This is an optimization exercise on Yosys and OpenROAD, whose aim is small area, a short achievable clock period and few clock cycles per item, not a production implementation.
In this exercise RTL edits were held to simulation tests only and were not proved equivalent to the original.

## modinv
module modinv(clk, reset, number, prime, finished, gcd, inverse);
clock: 140.0 ns
lec_check: 0
cap_margin: 20
core_margin: 2
core_utilization: 65
cts_buf_list: sky130_fd_sc_hd__clkbuf_8
slew_margin: 60
standard.sh (not shown) runs the stock make flow with config.mk's settings and CLKGATE_MAP_FILE= SYNTH_SCRIPT=/design/flow/synth_recipe.tcl, a recipe that flattens the netlist after the stock synthesis.
==> flow/flow/run.sh <==
#!/bin/bash
# The standard layout with these changes, none to the design or constraints:
#  - ABC maps for area (flow/abc_area.script replaces the speed script),
#    and adders are left to ABC instead of being mapped to full-adder cells
#    first (ADDER_MAP_FILE empty); registers are mapped exactly as before;
#  - the port buffers are the smallest buffer (buf_1);
#  - clock tree synthesis inserts no dummy loads;
#  - repair_timing aims for 110.6 ns of setup slack (paths within 29.4 ns),
#    which it only needs on the paths from the reset input; it does not clone
#    gates, so the registers stay those of the standard synthesis.
set -euo pipefail
cd "$(dirname "$0")/.."
rm -rf scripts_area
cp -r "$FLOW_HOME/scripts" scripts_area
cp flow/abc_area.script scripts_area/abc_speed.script
export SCRIPTS_DIR="$PWD/scripts_area"
export BUFFER_PORTS_ARGS="-buffer_cell sky130_fd_sc_hd__buf_1"
export CTS_ARGS="-sink_clustering_enable -repair_clock_nets -buf_list sky130_fd_sc_hd__clkbuf_8 -dont_use_dummy_load"
export SETUP_SLACK_MARGIN=110.6
export SKIP_GATE_CLONING=1
bash standard.sh ADDER_MAP_FILE= finish > standard.log 2>&1
==> flow/flow/abc_area.script <==
strash
dch
amap
topo
stime -c
upsize -c -D 27000
dnsize -c -D 27000
stime -c
The first run passed the timing, DRC and antenna checks.
Testbench counts at the start, summed over its fixed seeds: cycles 9,142, items 480.
Rerun with:
==> flow/flow/abc_area.script (replaced) <==
strash
dch
amap -m
topo
stime -c
upsize -c -D 27000
dnsize -c -D 27000
stime -c
Settings changed: SLEW_MARGIN 60 to 20.
Outcome: Sequential share of layout area is higher by 0.44 points. Routed wire length is lower by about 0.8%. Area after synthesis is lower by 1.4%. Cell count is lower by 1.2%. Non-clock buffer count is lower by 3. Via count is lower by about 0.8%. Maximum frequency is lower by 0.40%. Register-to-register slack is worse by 0.41 ns. Worst setup slack is worse by 0.12 ns. Die area is lower by 1.4%.
Rerun with:
==> flow/flow/run.sh (replaced) <==
#!/bin/bash
# The standard layout with these changes, none to the design or constraints:
#  - ABC maps for area (flow/abc_area.script replaces the speed script),
#    and adders are left to ABC instead of being mapped to full-adder cells
#    first (ADDER_MAP_FILE empty); registers are mapped exactly as before;
#  - the port buffers are the smallest buffer (buf_1);
#  - clock tree synthesis inserts no dummy loads.
set -euo pipefail
cd "$(dirname "$0")/.."
rm -rf scripts_area
cp -r "$FLOW_HOME/scripts" scripts_area
cp flow/abc_area.script scripts_area/abc_speed.script
export SCRIPTS_DIR="$PWD/scripts_area"
export BUFFER_PORTS_ARGS="-buffer_cell sky130_fd_sc_hd__buf_1"
export CTS_ARGS="-sink_clustering_enable -repair_clock_nets -buf_list sky130_fd_sc_hd__clkbuf_8 -dont_use_dummy_load"
bash standard.sh ADDER_MAP_FILE= finish > standard.log 2>&1
==> flow/flow/abc_area.script (replaced) <==
strash
dch
amap
topo
stime -c
upsize -c -D 27000
dnsize -c -D 27000
stime -c
=> Wire length grows by 2.1%; global-route usage grows by 0.25 points; count of clock-buffer cells in the layout does not change; design area grows by 1.1%; utilization grows by 0.31 points; hold slack barely changes; synthesized cell count grows by 1.3%; critical path depth shrinks by 2; first-iteration DRC count grows by 3.6%.
Rerun with:
--- a/flow/flow/run.sh
+++ b/flow/flow/run.sh
@@ -5,5 +5,8 @@
 #    first (ADDER_MAP_FILE empty); registers are mapped exactly as before;
 #  - the port buffers are the smallest buffer (buf_1);
-#  - clock tree synthesis inserts no dummy loads.
+#  - clock tree synthesis inserts no dummy loads;
+#  - repair_timing aims for 111.2 ns of setup slack (paths within 28.8 ns),
+#    which it only needs on the paths from the inputs and to the outputs; it does not clone
+#    gates, so the registers stay those of the standard synthesis.
 set -euo pipefail
 cd "$(dirname "$0")/.."
@@ -14,3 +17,5 @@
 export BUFFER_PORTS_ARGS="-buffer_cell sky130_fd_sc_hd__buf_1"
 export CTS_ARGS="-sink_clustering_enable -repair_clock_nets -buf_list sky130_fd_sc_hd__clkbuf_8 -dont_use_dummy_load"
+export SETUP_SLACK_MARGIN=111.2
+export SKIP_GATE_CLONING=1
 bash standard.sh ADDER_MAP_FILE= finish > standard.log 2>&1
Settings changed: SLEW_MARGIN 20 to 60.
What happened: The new run finished clean. Via count came out higher by 6.1%. Synthesized cell count stays the same. Clock skew came out higher by 0.013 ns. Worst setup slack gains 1.4 ns. Non-clock buffer count increases by 83. Critical path depth goes down by 5. Utilization rose by 7.0 points. Cell count rose by 3.2%. Die area is unchanged.

Another version of the RTL of modinv (not shown whole).
For scale: ~1700 cells after synthesis, roughly 130 I/O pins.
Settings: LEC_CHECK=0, CAP_MARGIN=20, CORE_MARGIN=2, CORE_UTILIZATION=65, CTS_BUF_LIST=sky130_fd_sc_hd__clkbuf_8, SLEW_MARGIN=20; clock period 140.0 ns.
==> flow/flow/run.sh <==
#!/bin/bash
# The standard layout with these changes, none to the design or constraints:
#  - ABC maps for area (flow/abc_area.script replaces the speed script),
#    and adders are left to ABC instead of being mapped to full-adder cells
#    first (ADDER_MAP_FILE empty); registers are mapped exactly as before;
#  - the port buffers are the smallest buffer (buf_1);
#  - clock tree synthesis inserts no dummy loads.
set -euo pipefail
cd "$(dirname "$0")/.."
rm -rf scripts_area
cp -r "$FLOW_HOME/scripts" scripts_area
cp flow/abc_area.script scripts_area/abc_speed.script
export SCRIPTS_DIR="$PWD/scripts_area"
export BUFFER_PORTS_ARGS="-buffer_cell sky130_fd_sc_hd__buf_1"
export CTS_ARGS="-sink_clustering_enable -repair_clock_nets -buf_list sky130_fd_sc_hd__clkbuf_8 -dont_use_dummy_load"
bash standard.sh ADDER_MAP_FILE= finish > standard.log 2>&1
==> flow/flow/abc_area.script <==
strash
dch
amap
topo
stime -c
upsize -c -D 22000
dnsize -c -D 22000
stime -c
Testbench counts at the start, summed over its fixed seeds: cycles 11,263, items 480.
Edit:
==> flow/flow/run.sh (replaced) <==
#!/bin/bash
# The standard layout with three changes, none to the design or constraints:
#  - ABC maps for area (flow/abc_area.script replaces the speed script),
#    and adders are left to ABC instead of being mapped to full-adder cells
#    first (ADDER_MAP_FILE empty); registers are mapped exactly as before;
#  - the port buffers are the smallest buffer (buf_1).
set -euo pipefail
cd "$(dirname "$0")/.."
rm -rf scripts_area
cp -r "$FLOW_HOME/scripts" scripts_area
cp flow/abc_area.script scripts_area/abc_speed.script
export SCRIPTS_DIR="$PWD/scripts_area"
export BUFFER_PORTS_ARGS="-buffer_cell sky130_fd_sc_hd__buf_1"
bash standard.sh ADDER_MAP_FILE= finish > standard.log 2>&1
--- a/flow/config.mk
+++ b/flow/config.mk
@@ -8,5 +8,5 @@
 export CAP_MARGIN = 20
 export CORE_MARGIN = 2
-export CORE_UTILIZATION = 65
+export CORE_UTILIZATION = 40
 export CTS_BUF_LIST = sky130_fd_sc_hd__clkbuf_8
 export SLEW_MARGIN = 20
Die area came out higher by 60%.
Cell area came out higher by 2.3%.
Sequential cell count stays the same.
Edit:
==> flow/flow/run.sh (replaced) <==
#!/bin/bash
# The standard layout with these changes, none to the design or constraints:
#  - ABC maps for area (flow/abc_area.script replaces the speed script),
#    and adders are left to ABC instead of being mapped to full-adder cells
#    first (ADDER_MAP_FILE empty); registers are mapped exactly as before;
#  - the port buffers are the smallest buffer (buf_1);
#  - clock tree synthesis inserts no dummy loads.
set -euo pipefail
cd "$(dirname "$0")/.."
rm -rf scripts_area
cp -r "$FLOW_HOME/scripts" scripts_area
cp flow/abc_area.script scripts_area/abc_speed.script
export SCRIPTS_DIR="$PWD/scripts_area"
export BUFFER_PORTS_ARGS="-buffer_cell sky130_fd_sc_hd__buf_1"
export CTS_ARGS="-sink_clustering_enable -repair_clock_nets -buf_list sky130_fd_sc_hd__clkbuf_8 -dont_use_dummy_load"
bash standard.sh ADDER_MAP_FILE= finish > standard.log 2>&1
--- a/flow/config.mk
+++ b/flow/config.mk
@@ -8,5 +8,5 @@
 export CAP_MARGIN = 20
 export CORE_MARGIN = 2
-export CORE_UTILIZATION = 40
+export CORE_UTILIZATION = 65
 export CTS_BUF_LIST = sky130_fd_sc_hd__clkbuf_8
-export SLEW_MARGIN = 20
+export SLEW_MARGIN = 60
=> Worst setup slack gets better by 0.50 ns. Synthesized area does not change. Cell count decreases by 7.2%. Final area falls by 1.4%. Non-clock buffer count rose by 7. Maximum frequency rises by 1.7%. Register-to-register slack is better by 0.12 ns. Wire length went down by 8.3%. Synthesized cell count does not change. Clock skew rose by 0.028 ns.
Edit:
==> flow/flow/run.sh (replaced) <==
#!/bin/bash
# The standard layout with three changes, none to the design or constraints:
#  - ABC maps for area (flow/abc_area.script replaces the speed script),
#    and adders are left to ABC instead of being mapped to full-adder cells
#    first (ADDER_MAP_FILE empty); registers are mapped exactly as before;
#  - the port buffers are the smallest buffer (buf_1).
set -euo pipefail
cd "$(dirname "$0")/.."
rm -rf scripts_area
cp -r "$FLOW_HOME/scripts" scripts_area
cp flow/abc_area.script scripts_area/abc_speed.script
export SCRIPTS_DIR="$PWD/scripts_area"
export BUFFER_PORTS_ARGS="-buffer_cell sky130_fd_sc_hd__buf_1"
bash standard.sh ADDER_MAP_FILE= finish > standard.log 2>&1
--- a/flow/config.mk
+++ b/flow/config.mk
@@ -8,5 +8,4 @@
 export CAP_MARGIN = 20
 export CORE_MARGIN = 2
-export CORE_UTILIZATION = 65
-export CTS_BUF_LIST = sky130_fd_sc_hd__clkbuf_8
-export SLEW_MARGIN = 60
+export CORE_UTILIZATION = 40
+export SLEW_MARGIN = 20
Sequential share of layout area fell by 0.74 points.
Worst setup slack is worse by 0.49 ns.
Register-to-register slack gets worse by 0.09 ns.
Flip-flop and latch count stays the same.
Wire length went up by 9.0%.

## what the ideal ports hide
Ports are ideal in the flow. The routed layouts listed here were re-timed in OpenROAD. Step 1, drivers: a clkbuf_16 drives clk and a buf_2 each remaining input, both assumed. Step 2, shift: input delay + t, output delay - t, t = (earliest + latest rising clock arrival at the registers) / 2. This alone moves slack from input paths to output paths. a / b / c = no drivers / after step 1 / after step 2; a / b = the first two.
run	t (ns)	setup WS [ns]	worst slew at a driven data input, ns	pins driven straight from the clock port
the first run of note 1	0.497	110.767 / 110.781 / 110.284	0.04	1
the second run of note 1	0.512	110.649 / 110.671 / 110.159	0.04	1
the third run of note 1	0.508	109.572 / 109.598 / 109.091	0.04	1
the fourth run of note 1	0.517	110.952 / 110.908 / 110.722	0.05	1
the first run of note 2	0.503	110.475 / 110.492 / 109.989	0.04	1
the second run of note 2	0.524	109.964 / 109.986 / 109.462	0.04	1
the third run of note 2	0.518	110.469 / 110.488 / 109.970	0.04	1
the fourth run of note 2	0.495	109.974 / 110.000 / 109.505	0.04	1
After both steps every run listed still meets setup and hold. The setup slack of the second run of note 2, which loses most, moves by +0.022 ns with the drivers and by -0.502 ns with both steps.
